This is an optimization exercise on Yosys and OpenROAD, whose aim is small area and a short achievable clock period, not a production implementation.
Function was not checked in any run shown here: the RTL went through the layout flow alone.
Power and IR drop assume default switching activity.

$ cat design/flow/config.mk
export PLATFORM = sky130hd
export DESIGN_NAME = axis_Gauss_1x5
export DESIGN_NICKNAME = axis_Gauss_1x5
export VERILOG_FILES = /design/flow/design.v
export SDC_FILE = /design/flow/constraint.sdc
export NUM_CORES = 4
export LEC_CHECK = 0
export CAP_MARGIN = 20
export CORE_MARGIN = 2
export CORE_UTILIZATION = 40
export SETUP_SLACK_MARGIN = 4.6
export SLEW_MARGIN = 20
export SYNTH_HIERARCHICAL = 1
export SYNTH_MINIMUM_KEEP_SIZE = 0
$ cat design/flow/constraint.sdc
create_clock -name core_clock -period 8.0 [get_ports {s_axis_aclk}]
set_input_delay 1.6000 -clock core_clock [delete_from_list [all_inputs] [get_ports {s_axis_aclk}]]
set_output_delay 1.6000 -clock core_clock [all_outputs]
set_load 0.01 [all_outputs]
$ cat design/flow/flow/run.sh
#!/bin/bash
# Layout flow: the standard flow, with plain buffers on the ports and a clock
# tree of small buffers without dummy loads.
export BUFFER_PORTS_ARGS="-buffer_cell sky130_fd_sc_hd__buf_2"
export CTS_ARGS="-sink_clustering_enable -repair_clock_nets -dont_use_dummy_load -buf_list \"sky130_fd_sc_hd__clkbuf_4 sky130_fd_sc_hd__clkbuf_8\""
bash standard.sh > standard.log 2>&1
$ cat design/flow/standard.sh
#!/bin/bash
# synth_recipe.tcl (not shown) runs the flow's synth.tcl, then flattens the netlist and writes it again
# the make line also repeats each setting of config.mk as NAME=value (left out here)
make -C /OpenROAD-flow-scripts/flow DESIGN_CONFIG=/design/flow/config.mk WORK_HOME=/design/flow/orfs CLKGATE_MAP_FILE= SYNTH_SCRIPT=/design/flow/synth_recipe.tcl "${@:-finish}"
$ cat design/flow/design.v
`timescale 1ns/1ns
module axis_Gauss_1x5 (
  input  logic       s_axis_aclk,
  input  logic       s_axis_arstn,
  input  logic [7:0] s_axis_tdata,
  input  logic       s_axis_tvalid,
  input  logic       s_axis_tlast,
  output logic [7:0] m_axis_tdata,
  output logic       m_axis_tvalid,
  output logic       m_axis_tlast
);
logic [7:0]  d1, d2, d3, d4;
logic        v1, v2, l1, l2;
logic [13:0] cnt;
logic [9:0] b;
always_ff @(posedge s_axis_aclk) begin
  d1 <= s_axis_tdata;
  d2 <= d1;
  d3 <= d2;
  d4 <= d3;
  v1 <= s_axis_tvalid;
  v2 <= v1;
  l1 <= s_axis_tlast;
  l2 <= l1;
  b <= bnext;
end
wire [14:0] cc;
wire [13:0] cs;
wire cc_lo;
assign cc[0] = s_axis_tvalid;
gha cnt_ha0 (.a(cnt[0]), .b(cc[0]), .s(cs[0]), .co(cc[1]));
gha cnt_ha1 (.a(cnt[1]), .b(cc[1]), .s(cs[1]), .co(cc[2]));
gha cnt_ha2 (.a(cnt[2]), .b(cc[2]), .s(cs[2]), .co(cc[3]));
gha cnt_ha3 (.a(cnt[3]), .b(cc[3]), .s(cs[3]), .co(cc[4]));
gha cnt_ha4 (.a(cnt[4]), .b(cc[4]), .s(cs[4]), .co(cc[5]));
gha cnt_ha5 (.a(cnt[5]), .b(cc[5]), .s(cs[5]), .co(cc[6]));
gha cnt_ha6 (.a(cnt[6]), .b(cc[6]), .s(cs[6]), .co(cc_lo));
gha cnt_ha7 (.a(cnt[7]), .b(cc[7]), .s(cs[7]), .co(cc[8]));
gha cnt_ha8 (.a(cnt[8]), .b(cc[8]), .s(cs[8]), .co(cc[9]));
gha cnt_ha9 (.a(cnt[9]), .b(cc[9]), .s(cs[9]), .co(cc[10]));
gha cnt_ha10 (.a(cnt[10]), .b(cc[10]), .s(cs[10]), .co(cc[11]));
gha cnt_ha11 (.a(cnt[11]), .b(cc[11]), .s(cs[11]), .co(cc[12]));
gha cnt_ha12 (.a(cnt[12]), .b(cc[12]), .s(cs[12]), .co(cc[13]));
gha cnt_ha13 (.a(cnt[13]), .b(cc[13]), .s(cs[13]), .co(cc[14]));
assign cc[7] = s_axis_tvalid & (&cnt[6:0]);
always_ff @(posedge s_axis_aclk) begin
  if (!s_axis_arstn || s_axis_tlast)
    cnt <= '0;
  else
    cnt <= cs;
end
wire edge_pt = (cnt[13:1] == 13'd1);
wire [7:0] x0 = s_axis_tdata;
wire h1_s, h1_c;
gha h1 (.a(d1[0]), .b(d2[1]), .s(h1_s), .co(h1_c));
wire f2_s, f2_c;
gfa f2 (.a(d1[1]), .b(d2[2]), .c(h1_c), .s(f2_s), .co(f2_c));
wire f3_s, f3_c;
gfa f3 (.a(d1[2]), .b(d2[3]), .c(f2_c), .s(f3_s), .co(f3_c));
wire f4_s, f4_c;
gfa f4 (.a(d1[3]), .b(d2[4]), .c(x0[4]), .s(f4_s), .co(f4_c));
wire f5_s, f5_c;
gfa f5 (.a(d1[4]), .b(d2[5]), .c(x0[5]), .s(f5_s), .co(f5_c));
wire f6_s, f6_c;
gfa f6 (.a(d1[5]), .b(d2[6]), .c(x0[6]), .s(f6_s), .co(f6_c));
wire f7_s, f7_c;
gfa f7 (.a(d1[6]), .b(d2[7]), .c(x0[7]), .s(f7_s), .co(f7_c));
wire h8_s, h8_c;
gha h8 (.a(d2[0]), .b(x0[0]), .s(h8_s), .co(h8_c));
wire h9_s, h9_c;
gha h9 (.a(h1_s), .b(x0[1]), .s(h9_s), .co(h9_c));
wire h10_s, h10_c;
gha h10 (.a(f2_s), .b(x0[2]), .s(h10_s), .co(h10_c));
wire h11_s, h11_c;
gha h11 (.a(x0[3]), .b(f3_s), .s(h11_s), .co(h11_c));
wire h12_s, h12_c;
gha h12 (.a(f3_c), .b(f4_s), .s(h12_s), .co(h12_c));
wire h13_s, h13_c;
gha h13 (.a(f4_c), .b(f5_s), .s(h13_s), .co(h13_c));
wire h14_s, h14_c;
gha h14 (.a(f5_c), .b(f6_s), .s(h14_s), .co(h14_c));
wire h15_s, h15_c;
gha h15 (.a(f6_c), .b(f7_s), .s(h15_s), .co(h15_c));
wire h16_s, h16_c;
gha h16 (.a(d1[7]), .b(f7_c), .s(h16_s), .co(h16_c));
wire q17_x;
g_ao21 q17 (.a(h9_c), .b(h9_s), .c(h8_c), .x(q17_x));
wire q18_x;
g_and2 q18 (.a(h9_s), .b(h8_s), .x(q18_x));
wire q19_x;
g_ao21 q19 (.a(h11_c), .b(h11_s), .c(h10_c), .x(q19_x));
wire q20_x;
g_and2 q20 (.a(h11_s), .b(h10_s), .x(q20_x));
wire q21_x;
g_ao21 q21 (.a(h13_c), .b(h13_s), .c(h12_c), .x(q21_x));
wire q22_x;
g_and2 q22 (.a(h13_s), .b(h12_s), .x(q22_x));
wire q23_x;
g_ao21 q23 (.a(h15_c), .b(h15_s), .c(h14_c), .x(q23_x));
wire q24_x;
g_and2 q24 (.a(h15_s), .b(h14_s), .x(q24_x));
wire q25_x;
g_ao21 q25 (.a(h10_c), .b(h10_s), .c(q17_x), .x(q25_x));
wire q26_x;
g_and2 q26 (.a(h10_s), .b(q18_x), .x(q26_x));
wire q27_x;
g_ao21 q27 (.a(q19_x), .b(q20_x), .c(q17_x), .x(q27_x));
wire q28_x;
g_and2 q28 (.a(q20_x), .b(q18_x), .x(q28_x));
wire q29_x;
g_ao21 q29 (.a(h14_c), .b(h14_s), .c(q21_x), .x(q29_x));
wire q30_x;
g_and2 q30 (.a(h14_s), .b(q22_x), .x(q30_x));
wire q31_x;
g_ao21 q31 (.a(q23_x), .b(q24_x), .c(q21_x), .x(q31_x));
wire q32_x;
g_and2 q32 (.a(q24_x), .b(q22_x), .x(q32_x));
wire q33_x;
g_ao21 q33 (.a(h12_c), .b(h12_s), .c(q27_x), .x(q33_x));
wire q34_x;
g_and2 q34 (.a(h12_s), .b(q28_x), .x(q34_x));
wire q35_x;
g_ao21 q35 (.a(q21_x), .b(q22_x), .c(q27_x), .x(q35_x));
wire q36_x;
g_and2 q36 (.a(q22_x), .b(q28_x), .x(q36_x));
wire q37_x;
g_ao21 q37 (.a(q29_x), .b(q30_x), .c(q27_x), .x(q37_x));
wire q38_x;
g_and2 q38 (.a(q30_x), .b(q28_x), .x(q38_x));
wire q39_x;
g_ao21 q39 (.a(q31_x), .b(q32_x), .c(q27_x), .x(q39_x));
wire q40_x;
g_and2 q40 (.a(q32_x), .b(q28_x), .x(q40_x));
wire q41_x;
g_ao21 q41 (.a(h16_c), .b(h16_s), .c(q39_x), .x(q41_x));
wire q42_x;
g_and2 q42 (.a(h16_s), .b(q40_x), .x(q42_x));
wire q43_x;
g_xor2 q43 (.a(h9_s), .b(h8_c), .x(q43_x));
wire q44_x;
g_xor2 q44 (.a(h10_s), .b(q17_x), .x(q44_x));
wire q45_x;
g_xor2 q45 (.a(h11_s), .b(q25_x), .x(q45_x));
wire q46_x;
g_xor2 q46 (.a(h12_s), .b(q27_x), .x(q46_x));
wire q47_x;
g_xor2 q47 (.a(h13_s), .b(q33_x), .x(q47_x));
wire q48_x;
g_xor2 q48 (.a(h14_s), .b(q35_x), .x(q48_x));
wire q49_x;
g_xor2 q49 (.a(h15_s), .b(q37_x), .x(q49_x));
wire q50_x;
g_xor2 q50 (.a(h16_s), .b(q39_x), .x(q50_x));
wire q51_x;
g_xor2 q51 (.a(1'b0), .b(q41_x), .x(q51_x));
wire [9:0] bnext = {q51_x, q50_x, q49_x, q48_x, q47_x, q46_x, q45_x, q44_x, q43_x, h8_s};
wire h52_s, h52_c;
gha h52 (.a(d4[1]), .b(d2[0]), .s(h52_s), .co(h52_c));
wire f53_s, f53_c;
gfa f53 (.a(d4[2]), .b(d2[1]), .c(d2[0]), .s(f53_s), .co(f53_c));
wire i54 = ~d4[0];
wire f55_s, f55_c;
gfa f55 (.a(i54), .b(h52_c), .c(f53_s), .s(f55_s), .co(f55_c));
wire h56_s, h56_c;
gha h56 (.a(x0[2]), .b(f55_s), .s(h56_s), .co(h56_c));
wire i57 = ~d2[2];
wire f58_s, f58_c;
gfa f58 (.a(d4[3]), .b(d4[1]), .c(i57), .s(f58_s), .co(f58_c));
wire i59 = ~f58_s;
wire f60_s, f60_c;
gfa f60 (.a(d2[1]), .b(f53_c), .c(i59), .s(f60_s), .co(f60_c));
wire i61 = ~x0[1];
wire f62_s, f62_c;
gfa f62 (.a(x0[3]), .b(i61), .c(f55_c), .s(f62_s), .co(f62_c));
wire h63_s, h63_c;
gha h63 (.a(f60_s), .b(h56_c), .s(h63_s), .co(h63_c));
wire f64_s, f64_c;
gfa f64 (.a(b[0]), .b(d4[4]), .c(d2[3]), .s(f64_s), .co(f64_c));
wire i65 = ~d4[2];
wire f66_s, f66_c;
gfa f66 (.a(i65), .b(d2[2]), .c(d4[3]), .s(f66_s), .co(f66_c));
wire f67_s, f67_c;
gfa f67 (.a(f64_s), .b(f66_s), .c(x0[4]), .s(f67_s), .co(f67_c));
wire i68 = ~f60_c;
wire f69_s, f69_c;
gfa f69 (.a(f58_c), .b(x0[2]), .c(i68), .s(f69_s), .co(f69_c));
wire f70_s, f70_c;
gfa f70 (.a(f67_s), .b(f62_c), .c(h63_c), .s(f70_s), .co(f70_c));
wire f71_s, f71_c;
gfa f71 (.a(b[1]), .b(d4[3]), .c(b[0]), .s(f71_s), .co(f71_c));
wire f72_s, f72_c;
gfa f72 (.a(d4[5]), .b(d4[0]), .c(d2[4]), .s(f72_s), .co(f72_c));
wire f73_s, f73_c;
gfa f73 (.a(d2[3]), .b(f64_c), .c(f66_c), .s(f73_s), .co(f73_c));
wire f74_s, f74_c;
gfa f74 (.a(f72_s), .b(x0[5]), .c(x0[0]), .s(f74_s), .co(f74_c));
wire i75 = ~f73_s;
wire f76_s, f76_c;
gfa f76 (.a(f71_s), .b(x0[3]), .c(i75), .s(f76_s), .co(f76_c));
wire i77 = ~f69_c;
wire f78_s, f78_c;
gfa f78 (.a(f67_c), .b(f74_s), .c(i77), .s(f78_s), .co(f78_c));
wire h79_s, h79_c;
gha h79 (.a(f70_c), .b(f78_s), .s(h79_s), .co(h79_c));
wire f80_s, f80_c;
gfa f80 (.a(d4[6]), .b(d4[1]), .c(d2[5]), .s(f80_s), .co(f80_c));
wire i81 = ~d2[4];
wire f82_s, f82_c;
gfa f82 (.a(b[2]), .b(d4[4]), .c(i81), .s(f82_s), .co(f82_c));
wire i83 = ~f71_c;
wire f84_s, f84_c;
gfa f84 (.a(i83), .b(f72_c), .c(f80_s), .s(f84_s), .co(f84_c));
wire f85_s, f85_c;
gfa f85 (.a(x0[6]), .b(x0[1]), .c(f73_c), .s(f85_s), .co(f85_c));
wire i86 = ~f84_s;
wire f87_s, f87_c;
gfa f87 (.a(f82_s), .b(x0[4]), .c(i86), .s(f87_s), .co(f87_c));
wire i88 = ~f76_c;
wire f89_s, f89_c;
gfa f89 (.a(f74_c), .b(f85_s), .c(i88), .s(f89_s), .co(f89_c));
wire i90 = ~f87_s;
wire f91_s, f91_c;
gfa f91 (.a(i90), .b(f78_c), .c(f89_s), .s(f91_s), .co(f91_c));
wire f92_s, f92_c;
gfa f92 (.a(d4[7]), .b(d4[2]), .c(d2[6]), .s(f92_s), .co(f92_c));
wire i93 = ~d2[5];
wire f94_s, f94_c;
gfa f94 (.a(b[3]), .b(d4[5]), .c(i93), .s(f94_s), .co(f94_c));
wire i95 = ~f82_c;
wire f96_s, f96_c;
gfa f96 (.a(f80_c), .b(i95), .c(f92_s), .s(f96_s), .co(f96_c));
wire i97 = ~x0[7];
wire f98_s, f98_c;
gfa f98 (.a(f94_s), .b(i97), .c(x0[5]), .s(f98_s), .co(f98_c));
wire f99_s, f99_c;
gfa f99 (.a(x0[2]), .b(f84_c), .c(f96_s), .s(f99_s), .co(f99_c));
wire i100 = ~f85_c;
wire f101_s, f101_c;
gfa f101 (.a(i100), .b(f98_s), .c(f87_c), .s(f101_s), .co(f101_c));
wire i102 = ~f101_s;
wire f103_s, f103_c;
gfa f103 (.a(f99_s), .b(f89_c), .c(i102), .s(f103_s), .co(f103_c));
wire f104_s, f104_c;
gfa f104 (.a(b[0]), .b(d4[3]), .c(d2[7]), .s(f104_s), .co(f104_c));
wire i105 = ~d2[6];
wire f106_s, f106_c;
gfa f106 (.a(b[4]), .b(d4[6]), .c(i105), .s(f106_s), .co(f106_c));
wire i107 = ~f94_c;
wire f108_s, f108_c;
gfa f108 (.a(f92_c), .b(i107), .c(f104_s), .s(f108_s), .co(f108_c));
wire i109 = ~x0[3];
wire f110_s, f110_c;
gfa f110 (.a(f106_s), .b(x0[6]), .c(i109), .s(f110_s), .co(f110_c));
wire i111 = ~f98_c;
wire f112_s, f112_c;
gfa f112 (.a(f96_c), .b(f108_s), .c(i111), .s(f112_s), .co(f112_c));
wire i113 = ~f110_s;
wire f114_s, f114_c;
gfa f114 (.a(i113), .b(f99_c), .c(f112_s), .s(f114_s), .co(f114_c));
wire h115_s, h115_c;
gha h115 (.a(f114_s), .b(f103_c), .s(h115_s), .co(h115_c));
wire f116_s, f116_c;
gfa f116 (.a(b[1]), .b(d4[4]), .c(d2[7]), .s(f116_s), .co(f116_c));
wire i117 = ~f104_c;
wire f118_s, f118_c;
gfa f118 (.a(b[5]), .b(d4[7]), .c(i117), .s(f118_s), .co(f118_c));
wire i119 = ~f116_s;
wire f120_s, f120_c;
gfa f120 (.a(f106_c), .b(i119), .c(x0[7]), .s(f120_s), .co(f120_c));
wire i121 = ~f118_s;
wire f122_s, f122_c;
gfa f122 (.a(x0[4]), .b(f108_c), .c(i121), .s(f122_s), .co(f122_c));
wire i123 = ~f122_s;
wire f124_s, f124_c;
gfa f124 (.a(f110_c), .b(f120_s), .c(i123), .s(f124_s), .co(f124_c));
wire i125 = ~f124_s;
wire f126_s, f126_c;
gfa f126 (.a(f112_c), .b(i125), .c(f114_c), .s(f126_s), .co(f126_c));
wire i127 = ~b[6];
wire f128_s, f128_c;
gfa f128 (.a(i127), .b(b[2]), .c(d4[5]), .s(f128_s), .co(f128_c));
wire f129_s, f129_c;
gfa f129 (.a(f116_c), .b(f128_s), .c(x0[5]), .s(f129_s), .co(f129_c));
wire i130 = ~f129_s;
wire f131_s, f131_c;
gfa f131 (.a(f118_c), .b(f120_c), .c(i130), .s(f131_s), .co(f131_c));
wire i132 = ~f122_c;
wire f133_s, f133_c;
gfa f133 (.a(i132), .b(f131_s), .c(f124_c), .s(f133_s), .co(f133_c));
wire f134_s, f134_c;
gfa f134 (.a(b[7]), .b(b[3]), .c(d4[6]), .s(f134_s), .co(f134_c));
wire f135_s, f135_c;
gfa f135 (.a(f128_c), .b(f134_s), .c(x0[6]), .s(f135_s), .co(f135_c));
wire i136 = ~f131_c;
wire f137_s, f137_c;
gfa f137 (.a(f129_c), .b(f135_s), .c(i136), .s(f137_s), .co(f137_c));
wire f138_s, f138_c;
gfa f138 (.a(b[8]), .b(b[4]), .c(d4[7]), .s(f138_s), .co(f138_c));
wire i139 = ~b[7];
wire f140_s, f140_c;
gfa f140 (.a(i139), .b(f134_c), .c(f138_s), .s(f140_s), .co(f140_c));
wire f141_s, f141_c;
gfa f141 (.a(x0[7]), .b(f140_s), .c(f135_c), .s(f141_s), .co(f141_c));
wire i142 = ~b[8];
wire f143_s, f143_c;
gfa f143 (.a(b[9]), .b(b[5]), .c(i142), .s(f143_s), .co(f143_c));
wire f144_s, f144_c;
gfa f144 (.a(f138_c), .b(f143_s), .c(f140_c), .s(f144_s), .co(f144_c));
wire i145 = ~b[9];
wire f146_s, f146_c;
gfa f146 (.a(b[6]), .b(i145), .c(f143_c), .s(f146_s), .co(f146_c));
wire i147 = ~x0[0];
wire i148 = ~f69_s;
wire i149 = ~f76_s;
wire i150 = ~f101_c;
wire i151 = ~f133_s;
wire i152 = ~f133_c;
wire q153_x;
g_and2 q153 (.a(d4[0]), .b(x0[0]), .x(q153_x));
wire q154_x;
g_or2 q154 (.a(d4[0]), .b(x0[0]), .x(q154_x));
wire q155_x;
g_and2 q155 (.a(h52_s), .b(x0[1]), .x(q155_x));
wire q156_x;
g_or2 q156 (.a(h52_s), .b(x0[1]), .x(q156_x));
wire q157_x;
g_and2 q157 (.a(i147), .b(h56_s), .x(q157_x));
wire q158_x;
g_or2 q158 (.a(i147), .b(h56_s), .x(q158_x));
wire q159_x;
g_and2 q159 (.a(f62_s), .b(h63_s), .x(q159_x));
wire q160_x;
g_or2 q160 (.a(f62_s), .b(h63_s), .x(q160_x));
wire q161_x;
g_and2 q161 (.a(i148), .b(f70_s), .x(q161_x));
wire q162_x;
g_or2 q162 (.a(i148), .b(f70_s), .x(q162_x));
wire q163_x;
g_and2 q163 (.a(i149), .b(h79_s), .x(q163_x));
wire q164_x;
g_or2 q164 (.a(i149), .b(h79_s), .x(q164_x));
wire q165_x;
g_and2 q165 (.a(h79_c), .b(f91_s), .x(q165_x));
wire q166_x;
g_or2 q166 (.a(h79_c), .b(f91_s), .x(q166_x));
wire q167_x;
g_ao21 q167 (.a(q155_x), .b(q156_x), .c(q153_x), .x(q167_x));
wire q168_x;
g_ao21 q168 (.a(q157_x), .b(q158_x), .c(q167_x), .x(q168_x));
wire q169_x;
g_ao21 q169 (.a(q159_x), .b(q160_x), .c(q168_x), .x(q169_x));
wire q170_x;
g_ao21 q170 (.a(q161_x), .b(q162_x), .c(q169_x), .x(q170_x));
wire q171_x;
g_ao21 q171 (.a(q163_x), .b(q164_x), .c(q170_x), .x(q171_x));
wire q172_x;
g_ao21 q172 (.a(q165_x), .b(q166_x), .c(q171_x), .x(q172_x));
wire h173_s, h173_c;
gha h173 (.a(f144_s), .b(f141_c), .s(h173_s), .co(h173_c));
wire h174_s, h174_c;
gha h174 (.a(f146_s), .b(f144_c), .s(h174_s), .co(h174_c));
wire h175_s, h175_c;
gha h175 (.a(i139), .b(f146_c), .s(h175_s), .co(h175_c));
wire h176_s, h176_c;
gha h176 (.a(i142), .b(b[7]), .s(h176_s), .co(h176_c));
wire h177_s, h177_c;
gha h177 (.a(i145), .b(b[8]), .s(h177_s), .co(h177_c));
wire q178_x;
g_ao21 q178 (.a(h174_c), .b(h174_s), .c(h173_c), .x(q178_x));
wire q179_x;
g_and2 q179 (.a(h174_s), .b(h173_s), .x(q179_x));
wire q180_x;
g_ao21 q180 (.a(h176_c), .b(h176_s), .c(h175_c), .x(q180_x));
wire q181_x;
g_and2 q181 (.a(h176_s), .b(h175_s), .x(q181_x));
wire q182_x;
g_ao21 q182 (.a(h175_c), .b(h175_s), .c(q178_x), .x(q182_x));
wire q183_x;
g_and2 q183 (.a(h175_s), .b(q179_x), .x(q183_x));
wire q184_x;
g_ao21 q184 (.a(q180_x), .b(q181_x), .c(q178_x), .x(q184_x));
wire q185_x;
g_and2 q185 (.a(q181_x), .b(q179_x), .x(q185_x));
wire q186_x;
g_ao21 q186 (.a(h177_c), .b(h177_s), .c(q184_x), .x(q186_x));
wire q187_x;
g_and2 q187 (.a(h177_s), .b(q185_x), .x(q187_x));
wire q188_x;
g_xor2 q188 (.a(h174_s), .b(h173_c), .x(q188_x));
wire q189_x;
g_xor2 q189 (.a(h175_s), .b(q178_x), .x(q189_x));
wire q190_x;
g_xor2 q190 (.a(h176_s), .b(q182_x), .x(q190_x));
wire q191_x;
g_xor2 q191 (.a(h177_s), .b(q184_x), .x(q191_x));
wire q192_x;
g_or2 q192 (.a(f91_c), .b(f103_s), .x(q192_x));
wire q193_x;
g_and2 q193 (.a(f91_c), .b(f103_s), .x(q193_x));
wire q194_x;
g_or2 q194 (.a(i150), .b(h115_s), .x(q194_x));
wire q195_x;
g_and2 q195 (.a(i150), .b(h115_s), .x(q195_x));
wire q196_x;
g_or2 q196 (.a(h115_c), .b(f126_s), .x(q196_x));
wire q197_x;
g_and2 q197 (.a(h115_c), .b(f126_s), .x(q197_x));
wire h198_s, h198_c;
gha h198 (.a(i151), .b(f126_c), .s(h198_s), .co(h198_c));
wire h199_s, h199_c;
gha h199 (.a(f137_s), .b(i152), .s(h199_s), .co(h199_c));
wire h200_s, h200_c;
gha h200 (.a(f141_s), .b(f137_c), .s(h200_s), .co(h200_c));
wire [10:0] ua = {q191_x, q190_x, q189_x, q188_x, h173_s, h200_s, h199_s, h198_s, q196_x, q194_x, q192_x};
wire [10:0] ub = {1'b0, 1'b0, 1'b0, 1'b0, 1'b0, h200_c, h199_c, h198_c, q197_x, q195_x, q193_x};
wire uc = q172_x;
logic [10:0] oa, ob;
logic oc;
logic       ept;
always_ff @(posedge s_axis_aclk) begin
  oa <= ua;
  ob <= ub;
  oc <= uc;
  ept <= edge_pt;
  m_axis_tvalid <= v2;
  m_axis_tlast  <= l2 & ~edge_pt;
end
assign m_axis_tdata = {(ept ? d3[7] : oa[10]) ^ (~ept & (1'b0 | oa[9] & 1'b0 | oa[9] & oa[8] & 1'b0 | oa[9] & oa[8] & oa[7] & 1'b0 | oa[9] & oa[8] & oa[7] & oa[6] & ob[5] | oa[9] & oa[8] & oa[7] & oa[6] & oa[5] & ob[4] | oa[9] & oa[8] & oa[7] & oa[6] & oa[5] & oa[4] & ob[3] | oa[9] & oa[8] & oa[7] & oa[6] & oa[5] & oa[4] & oa[3] & ob[2] | oa[9] & oa[8] & oa[7] & oa[6] & oa[5] & oa[4] & oa[3] & oa[2] & ob[1] | oa[9] & oa[8] & oa[7] & oa[6] & oa[5] & oa[4] & oa[3] & oa[2] & oa[1] & ob[0] | oa[9] & oa[8] & oa[7] & oa[6] & oa[5] & oa[4] & oa[3] & oa[2] & oa[1] & oa[0] & oc)), (ept ? d3[6] : oa[9]) ^ (~ept & (1'b0 | oa[8] & 1'b0 | oa[8] & oa[7] & 1'b0 | oa[8] & oa[7] & oa[6] & ob[5] | oa[8] & oa[7] & oa[6] & oa[5] & ob[4] | oa[8] & oa[7] & oa[6] & oa[5] & oa[4] & ob[3] | oa[8] & oa[7] & oa[6] & oa[5] & oa[4] & oa[3] & ob[2] | oa[8] & oa[7] & oa[6] & oa[5] & oa[4] & oa[3] & oa[2] & ob[1] | oa[8] & oa[7] & oa[6] & oa[5] & oa[4] & oa[3] & oa[2] & oa[1] & ob[0] | oa[8] & oa[7] & oa[6] & oa[5] & oa[4] & oa[3] & oa[2] & oa[1] & oa[0] & oc)), (ept ? d3[5] : oa[8]) ^ (~ept & (1'b0 | oa[7] & 1'b0 | oa[7] & oa[6] & ob[5] | oa[7] & oa[6] & oa[5] & ob[4] | oa[7] & oa[6] & oa[5] & oa[4] & ob[3] | oa[7] & oa[6] & oa[5] & oa[4] & oa[3] & ob[2] | oa[7] & oa[6] & oa[5] & oa[4] & oa[3] & oa[2] & ob[1] | oa[7] & oa[6] & oa[5] & oa[4] & oa[3] & oa[2] & oa[1] & ob[0] | oa[7] & oa[6] & oa[5] & oa[4] & oa[3] & oa[2] & oa[1] & oa[0] & oc)), (ept ? d3[4] : oa[7]) ^ (~ept & (1'b0 | oa[6] & ob[5] | oa[6] & oa[5] & ob[4] | oa[6] & oa[5] & oa[4] & ob[3] | oa[6] & oa[5] & oa[4] & oa[3] & ob[2] | oa[6] & oa[5] & oa[4] & oa[3] & oa[2] & ob[1] | oa[6] & oa[5] & oa[4] & oa[3] & oa[2] & oa[1] & ob[0] | oa[6] & oa[5] & oa[4] & oa[3] & oa[2] & oa[1] & oa[0] & oc)), (ept ? d3[3] : oa[6]) ^ (~ept & (ob[5] | oa[5] & ob[4] | oa[5] & oa[4] & ob[3] | oa[5] & oa[4] & oa[3] & ob[2] | oa[5] & oa[4] & oa[3] & oa[2] & ob[1] | oa[5] & oa[4] & oa[3] & oa[2] & oa[1] & ob[0] | oa[5] & oa[4] & oa[3] & oa[2] & oa[1] & oa[0] & oc)), (ept ? d3[2] : oa[5]) ^ (~ept & (ob[4] | oa[4] & ob[3] | oa[4] & oa[3] & ob[2] | oa[4] & oa[3] & oa[2] & ob[1] | oa[4] & oa[3] & oa[2] & oa[1] & ob[0] | oa[4] & oa[3] & oa[2] & oa[1] & oa[0] & oc)), (ept ? d3[1] : oa[4]) ^ (~ept & (ob[3] | oa[3] & ob[2] | oa[3] & oa[2] & ob[1] | oa[3] & oa[2] & oa[1] & ob[0] | oa[3] & oa[2] & oa[1] & oa[0] & oc)), (ept ? d3[0] : oa[3]) ^ (~ept & (ob[2] | oa[2] & ob[1] | oa[2] & oa[1] & ob[0] | oa[2] & oa[1] & oa[0] & oc))};
endmodule
module g_or2 (
  input  logic a,
  input  logic b,
  output logic x
);
assign x = a | b;
endmodule
module g_and2 (
  input  logic a,
  input  logic b,
  output logic x
);
assign x = a & b;
endmodule
module g_xor2 (
  input  logic a,
  input  logic b,
  output logic x
);
assign x = a ^ b;
endmodule
module g_ao21 (
  input  logic a,
  input  logic b,
  input  logic c,
  output logic x
);
assign x = a | (b & c);
endmodule
module gha (
  input  logic a,
  input  logic b,
  output logic s,
  output logic co
);
assign s  = a ^ b;
assign co = a & b;
endmodule
module gfa (
  input  logic a,
  input  logic b,
  input  logic c,
  output logic s,
  output logic co
);
assign s  = a ^ b ^ c;
assign co = (a & b) | (a & c) | (b & c);
endmodule
==> results of run 1 <==
-- how the worst max path moves through the flow --
stage,start,end,slack [ns]
global placement,s_axis_tdata[7],oa[2],4.24
floorplan,s_axis_tdata[7],oa[1],4.50
finish,oa[5],m_axis_tdata[7],4.54
detailed placement,s_axis_tdata[7],oa[2],4.21
CTS,oa[4],m_axis_tdata[7],4.54
global route,oa[5],m_axis_tdata[7],4.47
-- modules after synthesis (local to each module, per instance), a selection --
module          cell area (um2)  cells inside  flip-flops and latches
g_or2                      6.26             1                       0
g_xor2                     8.76             1                       0
g_and2                     6.26             1                       0
g_ao21                     7.51             1                       0
axis_Gauss_1x5             2210           196                      81
gfa                        20.0             1                       0
-- power by group --
group	internal (W)	switching, W
combinational	0.000490	0.000490
clock	0.000100	0.000125
sequential	0.000506	0.0000765
-- final cells by class --
class                           instances  area share, %
Clock buffer                            9           2.55
Inverter                               41           3.32
Sequential cell                        81           33.7
Multi-Input combinational cell        231           53.8
Tap cell                              140           3.60
Timing Repair Buffer                   24           2.98
-- stage by stage --
step           hold slack, ns  setup WS, ns  util [%]  power [W]  cell area [um2]
2_1_floorplan           0.310          4.50         -    0.00127             4360
3_3_place_gp            0.310          4.24      43.2    0.00148             4620
3_5_place_dp            0.313          4.21      43.2    0.00151             4620
4_1_cts                 0.334          4.54      45.0    0.00178             4810
5_1_grt                 0.349          4.47      45.5    0.00200             4870
6_report                0.332          4.54      45.5    0.00179             4870
-- synth_stat cells, drive strengths merged (2+ instances only) --
library cell  instances  area [um2]
nand4                 4        25.0
nand3                 6        30.0
inv                  41         154
nor4                  2        12.5
o31ai                 2        15.0
or2                   9        56.3
nor2b                 2        12.5
ha                   37         463
o21a                  2        15.0
and2                 30         188
fa                   61        1220
nor2                  4        15.0
nor3                  3        15.0
nand2                 9        33.8
xor2                 17         149
o21ai                 8        43.8
a21o                 23         173
a21oi                 3        18.8
or4                   2        15.0
dfxtp                81        1620
-- logic make-up after synthesis --
group	Yosys count
xor+xnor	17
other cells	1
flops	81
compound gates	41
simple gates	74
fa+ha+maj	98
buf+inv	43
-- per-layer routing --
metal / GRT usage, % / wire length (um)
met1: 18.2 / 3340
met2: 25.3 / 3820
met3: 3.19 / 169
met4: 6.04 / 118
met5: 0 / 0
-- cell usage in the layout, fill, tap and decap left out, types with 17 or more instances in the layout --
cell      n
a21o_1   23
and2_1   30
dfxtp_1  71
ha_1     36
fa_1     57
buf_2    17
inv_1    38
xor2_1   17
-- sequential cells by signal, summed over array words and instances, names as in the netlist --
signal	count
ept	1
l2	1
d4	8
v1	1
m_axis_tvalid	1
l1	1
m_axis_tlast	1
oc	1
d1	8
d2	8
b	10
v2	1
cnt	14
oa	11
ob	6
d3	8
-- repair_timing --
action	in CTS	in global routing
resized for setup	14	18
endpoints found under the setup margin	10	13
gates cloned	0	0
buffers inserted	3	0
pin swaps	5	16
==> flow_summary.toml, run 1 <==
[status]
status = "timing/DRC/antenna clean"

[run]
cap_violations = 0

[critical_path]
worst_path_dominant_cell_family = "simple AND/OR/NAND/NOR gates"
r2r_slack_ns = 4.71
worst_setup_path_end_kind = "output port"
cp_slowest_cell = "or4_1"
rr_endpoint = "oa[3]"
reg2regPathDepth = 8
worstSetupPathType = "reg -> out"
cp_data_arrival_time_ns = 1.86
cp_data_required_time_ns = 6.40
path_depth = 6
critPathLaunchType = "flip-flop"
rr_startpoint = "d2[7]"
crit_path_max_incr_delay_ns = 0.48
crit_chain = "nand4_1 -> a21oi_4 -> o21ai_2 -> or4_1 -> nand3_2 -> buf_2"
critPathBufInv = 1
worstPathMaxFanout = 5

[logic_synthesis]
netlist_area_um2 = 4340
synth_top_family_by_area = "adder cells"
ys_seq_elements = 81
avgSynthCellArea_um2 = 12.2
async_reset_ff_share_pct = 0
synth_fa_ha_area_share_pct = 38.8
synth_compound_area_share_pct = 6.66
yosys.area_share.simple_pct = 9.80
synth-edff-count = 0
yosysSeqAreaShare_pct = 37.4
synthCells = 355
syn_nets = 465
ys.flop_type = "dfxtp_1"
muxShareOfSynthArea_pct = 0
synth_cell_types = 31
synth_warnings = 7
synth_xor_xnor_area_share_pct = 3.43

[clocking]
cts_hold_buf = 0
root_buffer = "clkbuf_8"
cts_max_level = 3
cts.sinks = 81
numCtsBuffers = 9
cts_tree = "done"
clkTransAtPathRegs_ns = 0.08
clk_latency_ns = 0.36
clock_path_buffers = 2

[layout]
drive_above_1_share_pct = 15.8
areaGrowthSynthToFinish_pct = 12.1
multi_input_area_um2 = 2620
antenna_cells = 0
fin_cells = 526
n_fill_cell = 990
fin_nets = 498
seqCellArea_um2 = 1640

[floorplanning]
die_w_um = 108
rows = 38
fp.coreArea_um2 = 10700
die_h_um = 108
io-pin-count = 22
initial_core_util_pct = 40.6
dieArea_um2 = 11700

[routing]
drtIter0Drc = 62
first_pass_iters = 4
drc = 0
vias = 2410
wl_per_cell_um = 14.2
vias_per_cell = 4.58
ant_nets = 0
routed_wl_um = 7450

[global_routing]
antenna_found_initial = 0
grt-ovfl-total = 0
grt_use_total_pct = 14.8
grt_pass1_vias = 2677
grt_start_max_net_pins = 18
grt_pass1_wl_um = 12800

[sta]
setup_violations = 0
hold_viol_final = 0
worst_pin_slew_ns = 0.690
period_minus_slack_ns = 3.46
rsz0062_at_grt = "true"
tns_ns = 0
period_share_pct = 43.2
final.setup_skew_ns = 0.0219
drv_slew = 0
max_slew_margin_pct = 53.9
fmax_ghz = 0.289

[placement]
gp_congestion = 0.780
dp.cells = 514
io_buffers = 21
hpwl_um = 6130

[min_path]
hp-class = "reg -> reg"
hp-start = "v2"
min_to = "m_axis_tvalid"
whs_path_depth = 0

[pwr]
p_leak_nw = 2.31
powerDensity_nw_per_um2 = 368
vdd_drop_max_mv = 0.256
==> run 2, diff against run 1 <==
--- a/design/flow/design.v
+++ b/design/flow/design.v
@@ -317,102 +317,112 @@
 wire i152 = ~f133_c;
 wire q153_x;
-g_and2 q153 (.a(d4[0]), .b(x0[0]), .x(q153_x));
+g_nand2 q153 (.a(d4[0]), .b(x0[0]), .x(q153_x));
 wire q154_x;
-g_or2 q154 (.a(d4[0]), .b(x0[0]), .x(q154_x));
+g_nor2 q154 (.a(d4[0]), .b(x0[0]), .x(q154_x));
 wire q155_x;
-g_and2 q155 (.a(h52_s), .b(x0[1]), .x(q155_x));
+g_nand2 q155 (.a(h52_s), .b(x0[1]), .x(q155_x));
 wire q156_x;
-g_or2 q156 (.a(h52_s), .b(x0[1]), .x(q156_x));
+g_nor2 q156 (.a(h52_s), .b(x0[1]), .x(q156_x));
 wire q157_x;
-g_and2 q157 (.a(i147), .b(h56_s), .x(q157_x));
+g_nand2 q157 (.a(i147), .b(h56_s), .x(q157_x));
 wire q158_x;
-g_or2 q158 (.a(i147), .b(h56_s), .x(q158_x));
+g_nor2 q158 (.a(i147), .b(h56_s), .x(q158_x));
 wire q159_x;
-g_and2 q159 (.a(f62_s), .b(h63_s), .x(q159_x));
+g_nand2 q159 (.a(f62_s), .b(h63_s), .x(q159_x));
 wire q160_x;
-g_or2 q160 (.a(f62_s), .b(h63_s), .x(q160_x));
+g_nor2 q160 (.a(f62_s), .b(h63_s), .x(q160_x));
 wire q161_x;
-g_and2 q161 (.a(i148), .b(f70_s), .x(q161_x));
+g_nand2 q161 (.a(i148), .b(f70_s), .x(q161_x));
 wire q162_x;
-g_or2 q162 (.a(i148), .b(f70_s), .x(q162_x));
+g_nor2 q162 (.a(i148), .b(f70_s), .x(q162_x));
 wire q163_x;
-g_and2 q163 (.a(i149), .b(h79_s), .x(q163_x));
+g_nand2 q163 (.a(i149), .b(h79_s), .x(q163_x));
 wire q164_x;
-g_or2 q164 (.a(i149), .b(h79_s), .x(q164_x));
+g_nor2 q164 (.a(i149), .b(h79_s), .x(q164_x));
 wire q165_x;
-g_and2 q165 (.a(h79_c), .b(f91_s), .x(q165_x));
+g_nand2 q165 (.a(h79_c), .b(f91_s), .x(q165_x));
 wire q166_x;
-g_or2 q166 (.a(h79_c), .b(f91_s), .x(q166_x));
+g_nor2 q166 (.a(h79_c), .b(f91_s), .x(q166_x));
 wire q167_x;
-g_ao21 q167 (.a(q155_x), .b(q156_x), .c(q153_x), .x(q167_x));
+g_oai21 q167 (.a(q156_x), .b(q153_x), .c(q155_x), .x(q167_x));
 wire q168_x;
-g_ao21 q168 (.a(q157_x), .b(q158_x), .c(q167_x), .x(q168_x));
+g_inv q168 (.a(q167_x), .x(q168_x));
 wire q169_x;
-g_ao21 q169 (.a(q159_x), .b(q160_x), .c(q168_x), .x(q169_x));
+g_oai21 q169 (.a(q158_x), .b(q168_x), .c(q157_x), .x(q169_x));
 wire q170_x;
-g_ao21 q170 (.a(q161_x), .b(q162_x), .c(q169_x), .x(q170_x));
+g_inv q170 (.a(q169_x), .x(q170_x));
 wire q171_x;
-g_ao21 q171 (.a(q163_x), .b(q164_x), .c(q170_x), .x(q171_x));
+g_oai21 q171 (.a(q160_x), .b(q170_x), .c(q159_x), .x(q171_x));
 wire q172_x;
-g_ao21 q172 (.a(q165_x), .b(q166_x), .c(q171_x), .x(q172_x));
-wire h173_s, h173_c;
-gha h173 (.a(f144_s), .b(f141_c), .s(h173_s), .co(h173_c));
-wire h174_s, h174_c;
-gha h174 (.a(f146_s), .b(f144_c), .s(h174_s), .co(h174_c));
-wire h175_s, h175_c;
-gha h175 (.a(i139), .b(f146_c), .s(h175_s), .co(h175_c));
-wire h176_s, h176_c;
-gha h176 (.a(i142), .b(b[7]), .s(h176_s), .co(h176_c));
-wire h177_s, h177_c;
-gha h177 (.a(i145), .b(b[8]), .s(h177_s), .co(h177_c));
-wire q178_x;
-g_ao21 q178 (.a(h174_c), .b(h174_s), .c(h173_c), .x(q178_x));
-wire q179_x;
-g_and2 q179 (.a(h174_s), .b(h173_s), .x(q179_x));
-wire q180_x;
-g_ao21 q180 (.a(h176_c), .b(h176_s), .c(h175_c), .x(q180_x));
-wire q181_x;
-g_and2 q181 (.a(h176_s), .b(h175_s), .x(q181_x));
-wire q182_x;
-g_ao21 q182 (.a(h175_c), .b(h175_s), .c(q178_x), .x(q182_x));
+g_inv q172 (.a(q171_x), .x(q172_x));
+wire q173_x;
+g_oai21 q173 (.a(q162_x), .b(q172_x), .c(q161_x), .x(q173_x));
+wire q174_x;
+g_inv q174 (.a(q173_x), .x(q174_x));
+wire q175_x;
+g_oai21 q175 (.a(q164_x), .b(q174_x), .c(q163_x), .x(q175_x));
+wire q176_x;
+g_inv q176 (.a(q175_x), .x(q176_x));
+wire q177_x;
+g_oai21 q177 (.a(q166_x), .b(q176_x), .c(q165_x), .x(q177_x));
+wire h178_s, h178_c;
+gha h178 (.a(f144_s), .b(f141_c), .s(h178_s), .co(h178_c));
+wire h179_s, h179_c;
+gha h179 (.a(f146_s), .b(f144_c), .s(h179_s), .co(h179_c));
+wire h180_s, h180_c;
+gha h180 (.a(i139), .b(f146_c), .s(h180_s), .co(h180_c));
+wire h181_s, h181_c;
+gha h181 (.a(i142), .b(b[7]), .s(h181_s), .co(h181_c));
+wire h182_s, h182_c;
+gha h182 (.a(i145), .b(b[8]), .s(h182_s), .co(h182_c));
 wire q183_x;
-g_and2 q183 (.a(h175_s), .b(q179_x), .x(q183_x));
+g_ao21 q183 (.a(h179_c), .b(h179_s), .c(h178_c), .x(q183_x));
 wire q184_x;
-g_ao21 q184 (.a(q180_x), .b(q181_x), .c(q178_x), .x(q184_x));
+g_and2 q184 (.a(h179_s), .b(h178_s), .x(q184_x));
 wire q185_x;
-g_and2 q185 (.a(q181_x), .b(q179_x), .x(q185_x));
+g_ao21 q185 (.a(h181_c), .b(h181_s), .c(h180_c), .x(q185_x));
 wire q186_x;
-g_ao21 q186 (.a(h177_c), .b(h177_s), .c(q184_x), .x(q186_x));
+g_and2 q186 (.a(h181_s), .b(h180_s), .x(q186_x));
 wire q187_x;
-g_and2 q187 (.a(h177_s), .b(q185_x), .x(q187_x));
+g_ao21 q187 (.a(h180_c), .b(h180_s), .c(q183_x), .x(q187_x));
 wire q188_x;
-g_xor2 q188 (.a(h174_s), .b(h173_c), .x(q188_x));
+g_and2 q188 (.a(h180_s), .b(q184_x), .x(q188_x));
 wire q189_x;
-g_xor2 q189 (.a(h175_s), .b(q178_x), .x(q189_x));
+g_ao21 q189 (.a(q185_x), .b(q186_x), .c(q183_x), .x(q189_x));
 wire q190_x;
-g_xor2 q190 (.a(h176_s), .b(q182_x), .x(q190_x));
+g_and2 q190 (.a(q186_x), .b(q184_x), .x(q190_x));
 wire q191_x;
-g_xor2 q191 (.a(h177_s), .b(q184_x), .x(q191_x));
+g_ao21 q191 (.a(h182_c), .b(h182_s), .c(q189_x), .x(q191_x));
 wire q192_x;
-g_or2 q192 (.a(f91_c), .b(f103_s), .x(q192_x));
+g_and2 q192 (.a(h182_s), .b(q190_x), .x(q192_x));
 wire q193_x;
-g_and2 q193 (.a(f91_c), .b(f103_s), .x(q193_x));
+g_xor2 q193 (.a(h179_s), .b(h178_c), .x(q193_x));
 wire q194_x;
-g_or2 q194 (.a(i150), .b(h115_s), .x(q194_x));
+g_xor2 q194 (.a(h180_s), .b(q183_x), .x(q194_x));
 wire q195_x;
-g_and2 q195 (.a(i150), .b(h115_s), .x(q195_x));
+g_xor2 q195 (.a(h181_s), .b(q187_x), .x(q195_x));
 wire q196_x;
-g_or2 q196 (.a(h115_c), .b(f126_s), .x(q196_x));
+g_xor2 q196 (.a(h182_s), .b(q189_x), .x(q196_x));
 wire q197_x;
-g_and2 q197 (.a(h115_c), .b(f126_s), .x(q197_x));
-wire h198_s, h198_c;
-gha h198 (.a(i151), .b(f126_c), .s(h198_s), .co(h198_c));
-wire h199_s, h199_c;
-gha h199 (.a(f137_s), .b(i152), .s(h199_s), .co(h199_c));
-wire h200_s, h200_c;
-gha h200 (.a(f141_s), .b(f137_c), .s(h200_s), .co(h200_c));
-wire [10:0] ua = {q191_x, q190_x, q189_x, q188_x, h173_s, h200_s, h199_s, h198_s, q196_x, q194_x, q192_x};
-wire [10:0] ub = {1'b0, 1'b0, 1'b0, 1'b0, 1'b0, h200_c, h199_c, h198_c, q197_x, q195_x, q193_x};
-wire uc = q172_x;
+g_or2 q197 (.a(f91_c), .b(f103_s), .x(q197_x));
+wire q198_x;
+g_and2 q198 (.a(f91_c), .b(f103_s), .x(q198_x));
+wire q199_x;
+g_or2 q199 (.a(i150), .b(h115_s), .x(q199_x));
+wire q200_x;
+g_and2 q200 (.a(i150), .b(h115_s), .x(q200_x));
+wire q201_x;
+g_or2 q201 (.a(h115_c), .b(f126_s), .x(q201_x));
+wire q202_x;
+g_and2 q202 (.a(h115_c), .b(f126_s), .x(q202_x));
+wire h203_s, h203_c;
+gha h203 (.a(i151), .b(f126_c), .s(h203_s), .co(h203_c));
+wire h204_s, h204_c;
+gha h204 (.a(f137_s), .b(i152), .s(h204_s), .co(h204_c));
+wire h205_s, h205_c;
+gha h205 (.a(f141_s), .b(f137_c), .s(h205_s), .co(h205_c));
+wire [10:0] ua = {q196_x, q195_x, q194_x, q193_x, h178_s, h205_s, h204_s, h203_s, q201_x, q199_x, q197_x};
+wire [10:0] ub = {1'b0, 1'b0, 1'b0, 1'b0, 1'b0, h205_c, h204_c, h203_c, q202_x, q200_x, q198_x};
+wire uc = q177_x;
 logic [10:0] oa, ob;
 logic oc;
@@ -435,4 +445,32 @@
 assign x = a | b;
 endmodule
+module g_inv (
+  input  logic a,
+  output logic x
+);
+assign x = ~a;
+endmodule
+module g_nand2 (
+  input  logic a,
+  input  logic b,
+  output logic x
+);
+assign x = ~(a & b);
+endmodule
+module g_nor2 (
+  input  logic a,
+  input  logic b,
+  output logic x
+);
+assign x = ~(a | b);
+endmodule
+module g_oai21 (
+  input  logic a,
+  input  logic b,
+  input  logic c,
+  output logic x
+);
+assign x = ~((a | b) & c);
+endmodule
 module g_and2 (
   input  logic a,
==> flow_summary.toml, run 2 <==
[critical_path]
rr_endpoint = "oa[1]"
critPathLaunchType = "flip-flop"
worst_path_dominant_cell_family = "simple AND/OR/NAND/NOR gates"
cp_slowest_cell = "or4_4"
worstSetupPathType = "reg -> out"
r2r_slack_ns = 4.70
cp_data_arrival_time_ns = 1.81
rr_startpoint = "d4[5]"
reg2regPathDepth = 9
crit_path_max_incr_delay_ns = 0.42
crit_chain = "nand4_1 -> a21oi_4 -> o21ai_4 -> or4_4 -> nand3_2 -> buf_6"
worst_setup_path_end_kind = "output port"
critPathBufInv = 1
worstPathMaxFanout = 5
cp_data_required_time_ns = 6.40

[layout]
layout_commonest_cell = "dfxtp_1"
fin_cells = 526
regMostFlops = "cnt"
final_util_pct = 46.5
drive_above_1_share_pct = 16.2
multi_input_area_um2 = 2590
final_cell_mix = "70 x dfxtp_1, 57 x fa_1, 44 x inv_1, 36 x ha_1, 23 x and2_1"
reg.largest.list = "cnt (14), oa (11), b (10)"
areaGrowthSynthToFinish_pct = 12.4
largest_register_ffs = 14
n_fill_cell = 956
fin_nets = 502
seqCellArea_um2 = 1640
antenna_cells = 0

[min_path]
min_to = "m_axis_tvalid"
hp-class = "reg -> reg"
whs_path_depth = 0
hp-start = "v2"

[sta]
period_minus_slack_ns = 3.41
rsz0062_at_grt = "true"
setup_violations = 0
max_slew_margin_pct = 51.8
fmax_ghz = 0.293
hold_viol_final = 0
worst_pin_slew_ns = 0.721
drv_slew = 0
final.setup_skew_ns = 0.0242
period_share_pct = 42.6
tns_ns = 0

[routing]
routed_wl_um = 7540
vias = 2395
drtIter0Drc = 60
wl_per_cell_um = 14.3
first_pass_iters = 5
drc = 0
ant_nets = 0
vias_per_cell = 4.55

[logic_synthesis]
synth_cell_types = 32
synth_warnings = 7
synth.most_common_cell = "dfxtp_1"
syn_nets = 470
yosysSeqAreaShare_pct = 37.6
avgSynthCellArea_um2 = 12.0
ys_top_cells_by_area = "dfxtp_1 38%, fa_1 28%, ha_1 11%, inv_1 4.0%, xor2_1 3.5%"
netlist_top_cells_count = "81 x dfxtp_1, 61 x fa_1, 46 x inv_1"
ys_seq_elements = 81
async_reset_ff_share_pct = 0
netlist_area_um2 = 4310
yosysTopAreaCell = "dfxtp_1"
synthCells = 360
ys.flop_type = "dfxtp_1"
yosysTopAreaCellShare_pct = 37.6
synth-edff-count = 0

[placement]
hpwl_um = 6190
io_buffers = 21
gp_congestion = 0.834
dp.cells = 515

[pwr]
vdd_drop_max_mv = 0.251
fin_total_pwr_w = 0.00179
powerDensity_nw_per_um2 = 370
p_leak_nw = 2.30

[floorplanning]
fp.coreArea_um2 = 10400
initial_core_util_pct = 41.4
die_w_um = 108
dieArea_um2 = 11600
die_h_um = 108
rows = 37
io-pin-count = 22

[global_routing]
grt_pass1_vias = 2667
grt_start_max_net_pins = 18
grt-ovfl-total = 0
grt_use_total_pct = 15.4
grt_pass1_wl_um = 13200
antenna_found_initial = 0

[clocking]
numCtsBuffers = 9
cts.sinks = 81
cts_max_level = 3
root_buffer = "clkbuf_8"
clock_path_buffers = 2
clk_latency_ns = 0.36
clkTransAtPathRegs_ns = 0.10
cts_tree = "done"

[run]
cap_violations = 0

[status]
status = "timing/DRC/antenna clean"
-- run 2: worst max-delay path by stage --
stage,slack (ns),start,endpoint,depth (start not counted)
final,4.59,oa[5],m_axis_tdata[7],6
after global routing,4.47,oa[5],m_axis_tdata[7],6
after CTS,4.56,oa[5],m_axis_tdata[7],6
after detailed placement,4.20,s_axis_tdata[7],oa[2],8
after global placement,4.24,s_axis_tdata[7],oa[2],8
after floorplan,4.50,s_axis_tdata[7],oa[1],7
-- run 2: report_power, final --
part	total, W	switching [W]	internal [W]	leakage (nW)
Clock	0.000225	0.000124	0.000101	0.0647
Combinational	0.000977	0.000496	0.000480	1.56
Sequential	0.000589	0.0000821	0.000507	0.678
Total	0.00179	0.000703	0.00109	2.30
-- run 2: logic make-up after synthesis --
family | after synthesis | share of synthesized area [%]
compound gates | 41 | 6.36
xor+xnor | 17 | 3.45
fa+ha+maj | 98 | 39.1
buf+inv | 48 | 4.30
flops | 81 | 37.6
other cells | 1 | 0.0870
simple gates | 74 | 9.11
-- run 2: per-module statistics from Yosys, one instance, submodules excluded, excerpt --
module          cells inside  cell area (um2)  times used
g_oai21                    1             5.00           6
g_and2                     1             6.26           9
g_or2                      1             6.26           3
g_nor2                     1             3.75           6
g_ao21                     1             7.51          17
axis_Gauss_1x5           196             2210           1
-- run 2: through the flow --
step | hold slack, ns | setup WS (ns) | cell area, um2
2_1_floorplan | 0.310 | 4.50 | 4330
3_5_place_dp | 0.312 | 4.20 | 4590
6_report | 0.335 | 4.59 | 4840
5_1_grt | 0.341 | 4.47 | 4840
3_3_place_gp | 0.311 | 4.24 | 4590
4_1_cts | 0.336 | 4.56 | 4790
-- run 2: area by class of cell --
cell class | instances | area share [%]
tap | 136 | 3.51
inverter | 46 | 3.72
timing repair buffer | 23 | 2.87
multi-input combinational | 231 | 53.5
sequential | 81 | 33.9
clock buffer | 9 | 2.56
-- run 2: what timing repair did --
item                       CTS  global route
setup buffers                2             0
pin swaps                    6            10
gates resized for setup     19            16
hold buffers                 0             0
setup endpoints to repair   10            12
-- run 2: worst reg2reg max path, delay by kind of cell, from the launching register on --
family                   cells  cell delay [ns]
adder cells (fa/ha/maj)      6             2.49
buffers and inverters        2             0.10
flip-flops                   1             0.38
AND/OR/NAND/NOR              1             0.21
-- run 2: routing by layer --
metal | routed length, um | global-route usage, % | part of all wire [%] | vias up
li1 | - | - | - | 1205
met3 | 133 | 3.15 | 1.8 | 8
met2 | 3790 | 26.4 | 50 | 22
met1 | 3510 | 19.2 | 46 | 1160
met5 | 0 | 0 | 0 | -
met4 | 110 | 5.22 | 1.5 | 0

## separate check: timing with driven ports
How much do the figures lean on ideal ports? The routed layouts below were timed once more, with nothing changed but the port constraints. Step 1 (the two cells are an assumption about what drives the block):
set clk [get_ports {s_axis_aclk}]
set_driving_cell -lib_cell sky130_fd_sc_hd__clkbuf_16 $clk
set_driving_cell -lib_cell sky130_fd_sc_hd__buf_2 [delete_from_list [all_inputs] $clk]
Step 2, shift: input delay + t, output delay - t, t = (earliest + latest rising clock arrival at the registers) / 2. This alone moves slack from input paths to output paths. a / b / c = no drivers / after step 1 / after step 2; a / b = the first two.
run | t, ns | setup slack, ns | worst setup path after step 2
run 1 | 0.375 | 4.542 / 4.513 / 4.284 | input to register
run 2 | 0.372 | 4.591 / 4.559 / 4.257 | input to register
After both steps setup and hold are still met in every run listed. For run 2, which loses most, drivers alone change the setup slack by -0.032 ns; drivers and shift together by -0.334 ns.
